From an optimization exercise on the open Yosys and OpenROAD flow, aimed at small area, a short achievable clock period and few clock cycles; shortcuts taken in it are not production practice. In this exercise RTL edits were held to simulation tests only and were not proved equivalent to the original.

==> build 61: inputs <==
Design softmax, start of the top module:
module softmax #(parameter
	ARITH_TYPE = 1,
	DATA_WIDTH = 32,
	INTEGER = 10,
	FRACTION = 22,
    E=8,
    M=23 )
    (
input  wire                  clk,
input  wire                  reset,
input  wire                  softmax_enable,
input  wire [DATA_WIDTH-1:0] in1,
input  wire [DATA_WIDTH-1:0] in2,
input  wire [DATA_WIDTH-1:0] in3,
input  wire [DATA_WIDTH-1:0] in4,
input  wire [DATA_WIDTH-1:0] max_input,
output wire [DATA_WIDTH-1:0] softmax_out_1,
output wire [DATA_WIDTH-1:0] softmax_out_2,
output wire [DATA_WIDTH-1:0] softmax_out_3,
output wire [DATA_WIDTH-1:0] softmax_out_4,
output reg                   softmax_output_ready
    );
localparam [3:0] LAST = 4'd6;
reg [3:0] cnt;    
always @(posedge clk or posedge reset) begin
    if (reset) begin
        cnt <= 4'd0;
        softmax_output_ready <= 1'b0;
    end else begin
        if (softmax_enable)
            cnt <= 4'd1;
        else if (cnt != 4'd0 && cnt != LAST)
            cnt <= cnt + 4'd1;
        else
            cnt <= 4'd0;
        softmax_output_ready <= (cnt == LAST);
    end
end
reg [30:0] xin;
always @(*) begin
    case (cnt[1:0])
    2'd0: xin = in1[30:0];
    2'd1: xin = in2[30:0];
    2'd2: xin = in3[30:0];
    default: xin = in4[30:0];
    endcase
end
wire gnx0 = ~xin[0];
wire gnx1 = ~xin[1];
wire gnx2 = ~xin[2];
wire gnx3 = ~xin[3];
wire gnx4 = ~xin[4];
wire gnx5 = ~xin[5];
wire gnx6 = ~xin[6];
wire gnx7 = ~xin[7];
wire gnx8 = ~xin[8];
  ...
Settings: LEC_CHECK=0, ABC_AREA=1, CAP_MARGIN=20, CORE_MARGIN=2, CORE_UTILIZATION=40, PLACE_DENSITY=0.6, SLEW_MARGIN=20, SYNTH_HIERARCHICAL=1, SYNTH_MINIMUM_KEEP_SIZE=0; clock period 15.0 ns.
standard.sh (not shown) runs the stock make flow with config.mk's settings and CLKGATE_MAP_FILE= SYNTH_SCRIPT=/design/flow/synth_recipe.tcl, a recipe that flattens the netlist after the stock synthesis.
==> flow/flow/run.sh <==
#!/bin/bash
# Layout flow: the standard ORFS flow (standard.sh, unchanged) with two
# settings passed on to make:
#  - BUFFER_PORTS_ARGS: every input and output port still gets its buffer, a
#    buf_1 (the smallest buffer) instead of the cell buffer_ports picks.
# make's full output goes to flow_make.log; ORFS keeps each step's log under
# orfs/logs.
set -euo pipefail
MARGIN=$(cat flow/margin.txt)
bash standard.sh "SETUP_SLACK_MARGIN=$MARGIN" \
  "BUFFER_PORTS_ARGS=-buffer_cell sky130_fd_sc_hd__buf_1" finish > flow_make.log 2>&1
==> flow/flow/margin.txt <==
9
==> trial 17 (differences from build 61) <==
==> flow/flow/margin.txt (replaced) <==
9.5
==> trial 1 (differences from build 61) <==
==> flow/flow/margin.txt (replaced) <==
8.5
==> build 73 (differences from build 61) <==
Settings changed: ABC_AREA 1 to unset.
==> impl_metrics.ini <==
[final_layout]
area_delta_synth_final_pct = 17.3
layout-drive-gt1-share = 0.148

[yosys]
synth_cells = 3895
avgSynthCellArea_sq_um = 8.60

[run_status]
status = no timing/DRC/antenna violations

[critical_path]
crit_chain = clkinvlp_4 -> buf_6 -> o22ai_1 -> xor2_1 -> fa_1 -> fa_2 -> fa_2 -> fa_1 -> ha_1 -> nand2_1 -> o21bai_1 -> a21oi_1 -> nor3b_2 -> nand2_4 -> fa_2 -> ha_4 -> a21oi_4 -> nor2_1 -> nor2_2 -> o21ai_4 -> nand2_2 -> nand2_2 -> buf_4 -> xor2_2

[pwr]
the above is filed under trial 17

==> impl_metrics.ini <==
[run_status]
status = no timing/DRC/antenna violations

[final_layout]
layout-drive-gt1-share = 0.0942
area_delta_synth_final_pct = 12.4

[yosys]
synth_cells = 3895

[critical_path]
crit_chain = clkinvlp_4 -> buf_4 -> o22ai_1 -> xor2_1 -> fa_1 -> fa_1 -> fa_1 -> fa_2 -> fa_1 -> fa_1 -> fa_1 -> ha_2 -> a21oi_1 -> o21ai_0 -> a21oi_1 -> nor2_1 -> a211oi_2 -> nand2_1 -> nand2_1 -> nand2_1
the above is filed under build 61

==> impl_metrics.ini <==
[final_layout]
area_delta_synth_final_pct = 14.7

[critical_path]
crit_chain = buf_12 -> a22oi_1 -> xnor2_1 -> fa_2 -> fa_2 -> fa_1 -> fa_1 -> ha_1 -> and3_4 -> and4_4 -> or3_4 -> or3_4 -> fa_2 -> ha_4 -> a2111oi_4 -> nand2_1 -> or4_4 -> a221oi_4 -> or2_4 -> o2111ai_4 -> a41oi_2 -> xnor2_1

[run_status]
status = no timing/DRC/antenna violations
the above is filed under build 73

==> impl_metrics.ini <==
[run_status]
status = no timing/DRC/antenna violations

[final_layout]
area_delta_synth_final_pct = 8.86

[yosys]
synth_cells = 3895

[pwr]
the above is filed under trial 1

Testbench counts of build 61, summed over its fixed seeds: cycles 16,808.
Testbench counts of trial 17, summed over its fixed seeds: cycles 16,808.
Testbench counts of trial 1, summed over its fixed seeds: cycles 16,808.
Testbench counts of build 73, summed over its fixed seeds: cycles 16,808.


==> ember <==
softmax, a different RTL version from the one above (not shown whole).
Design softmax, start of the top module:
module softmax #(parameter
	ARITH_TYPE = 1,
	DATA_WIDTH = 32,
	INTEGER = 10,
	FRACTION = 22,
    E=8,
    M=23 )
    (
input  wire                  clk,
input  wire                  reset,
input  wire                  softmax_enable,
input  wire [DATA_WIDTH-1:0] in1,
input  wire [DATA_WIDTH-1:0] in2,
input  wire [DATA_WIDTH-1:0] in3,
input  wire [DATA_WIDTH-1:0] in4,
input  wire [DATA_WIDTH-1:0] max_input,
output wire [DATA_WIDTH-1:0] softmax_out_1,
output wire [DATA_WIDTH-1:0] softmax_out_2,
output wire [DATA_WIDTH-1:0] softmax_out_3,
output wire [DATA_WIDTH-1:0] softmax_out_4,
output reg                   softmax_output_ready
    );
clock: 15.0 ns
lec_check: 0
abc_area: 1
cap_margin: 20
core_margin: 2
core_utilization: 60
place_density: 0.75
slew_margin: 20
synth_hierarchical: 1
synth_minimum_keep_size: 0
==> flow/flow/margin.txt <==
10
Scripts as last shown in full above: flow/flow/run.sh
==> violet (differences from ember) <==
==> flow/flow/margin.txt (replaced) <==
9
CORE_UTILIZATION = 40   (was 60)
PLACE_DENSITY = 0.6   (was 0.75)
==> fjord (differences from ember) <==
==> flow/flow/margin.txt (replaced) <==
12
CORE_UTILIZATION = 40   (was 60)
PLACE_DENSITY = 0.6   (was 0.75)
==> results by group <==
Run status
  – Status: complete, no violations

Layout
  – Seq area share: 10.9%
  – Layout cells sized above 1: 27.6%
  – Most frequent cells in the layout: nand2_1 (610), fa_1 (440), inv_1 (410)

Setup path
  – FF-to-FF Start: s2_sq[15]$_DFF_P_
  – Buffers & Inverters on Critical Path: 4

Floorplanning
  – Die height: 301 um

Global route
  – Initial antenna violation count: 0
The numbers above come from fjord.

==> results by group <==
Layout
  – Most frequent cells in the layout: nand2_1 (682), fa_1 (508), inv_1 (445)
  – Seq area share: 12.1%
  – Layout cells sized above 1: 8.22%

Global route
  – Largest net degree at the start of global routing: 61

Run status
  – Status: complete, no violations

Setup path
  – Critical path class: register to register

Floorplanning
  – Die height: 301 um
The numbers above come from violet.

==> results by group <==
Global route
  – Initial antenna violation count: 2

Run status
  – Status: complete, no violations

Floorplanning
  – Die height: 247 um

Setup path
  – FF-to-FF Start: s2_sq[11]$_DFF_P_

Layout
  – Seq area share: 11.4%
  – Most frequent cells in the layout: nand2_1 (634), fa_1 (472), inv_1 (420)
  – Layout cells sized above 1: 18.7%

Logic synthesis
  – Synth Register Bits: 233
The numbers above come from ember.

Testbench counts of ember, summed over its fixed seeds: cycles 16,808.
Testbench counts of violet, summed over its fixed seeds: cycles 16,808.
Testbench counts of fjord, summed over its fixed seeds: cycles 16,808.

## static timing again, ports no longer ideal
The flow's constraints put no driver on any port. The routed layouts listed below were extracted and timed again, unchanged, in two steps. Step 1 assumes that a clkbuf_16 drives the clock port and a buf_2 every other input. Step 2 adds t to the input delays and takes it off the output delays; t is the mean of the earliest and latest rising clock arrival at the registers after step 1. Input paths then give back, and output paths get back, about the clock's delay inside the block. Three values: ideal, step 1, step 2; two values: the first two.
run | shift t [ns] | setup WS [ns] | hold slack, ns | clock arrival spread, ns
build 61 | 0.633 | 9.227 / 9.227 / 9.135 | 0.326 / 0.326 / 0.326 | 0.027 / 0.027
trial 17 | 0.632 | 9.304 / 9.304 / 9.059 | 0.324 / 0.324 / 0.324 | 0.022 / 0.022
trial 1 | 0.631 | 8.800 / 8.800 / 8.800 | 0.326 / 0.326 / 0.326 | 0.029 / 0.030
build 73 | 0.641 | 8.229 / 8.229 / 8.229 | 0.326 / 0.326 / 0.326 | 0.023 / 0.024
ember | 0.627 | 8.737 / 8.737 / 8.737 | 0.326 / 0.326 / 0.326 | 0.030 / 0.031
violet | 0.637 | 9.097 / 9.097 / 9.097 | 0.325 / 0.325 / 0.325 | 0.039 / 0.039
fjord | 0.639 | 9.321 / 9.321 / 9.321 | 0.323 / 0.323 / 0.323 | 0.026 / 0.025
After both steps setup and hold are still met in every run listed. For trial 17, which loses most, drivers alone change the setup slack by 0.000 ns; drivers and shift together by -0.245 ns.
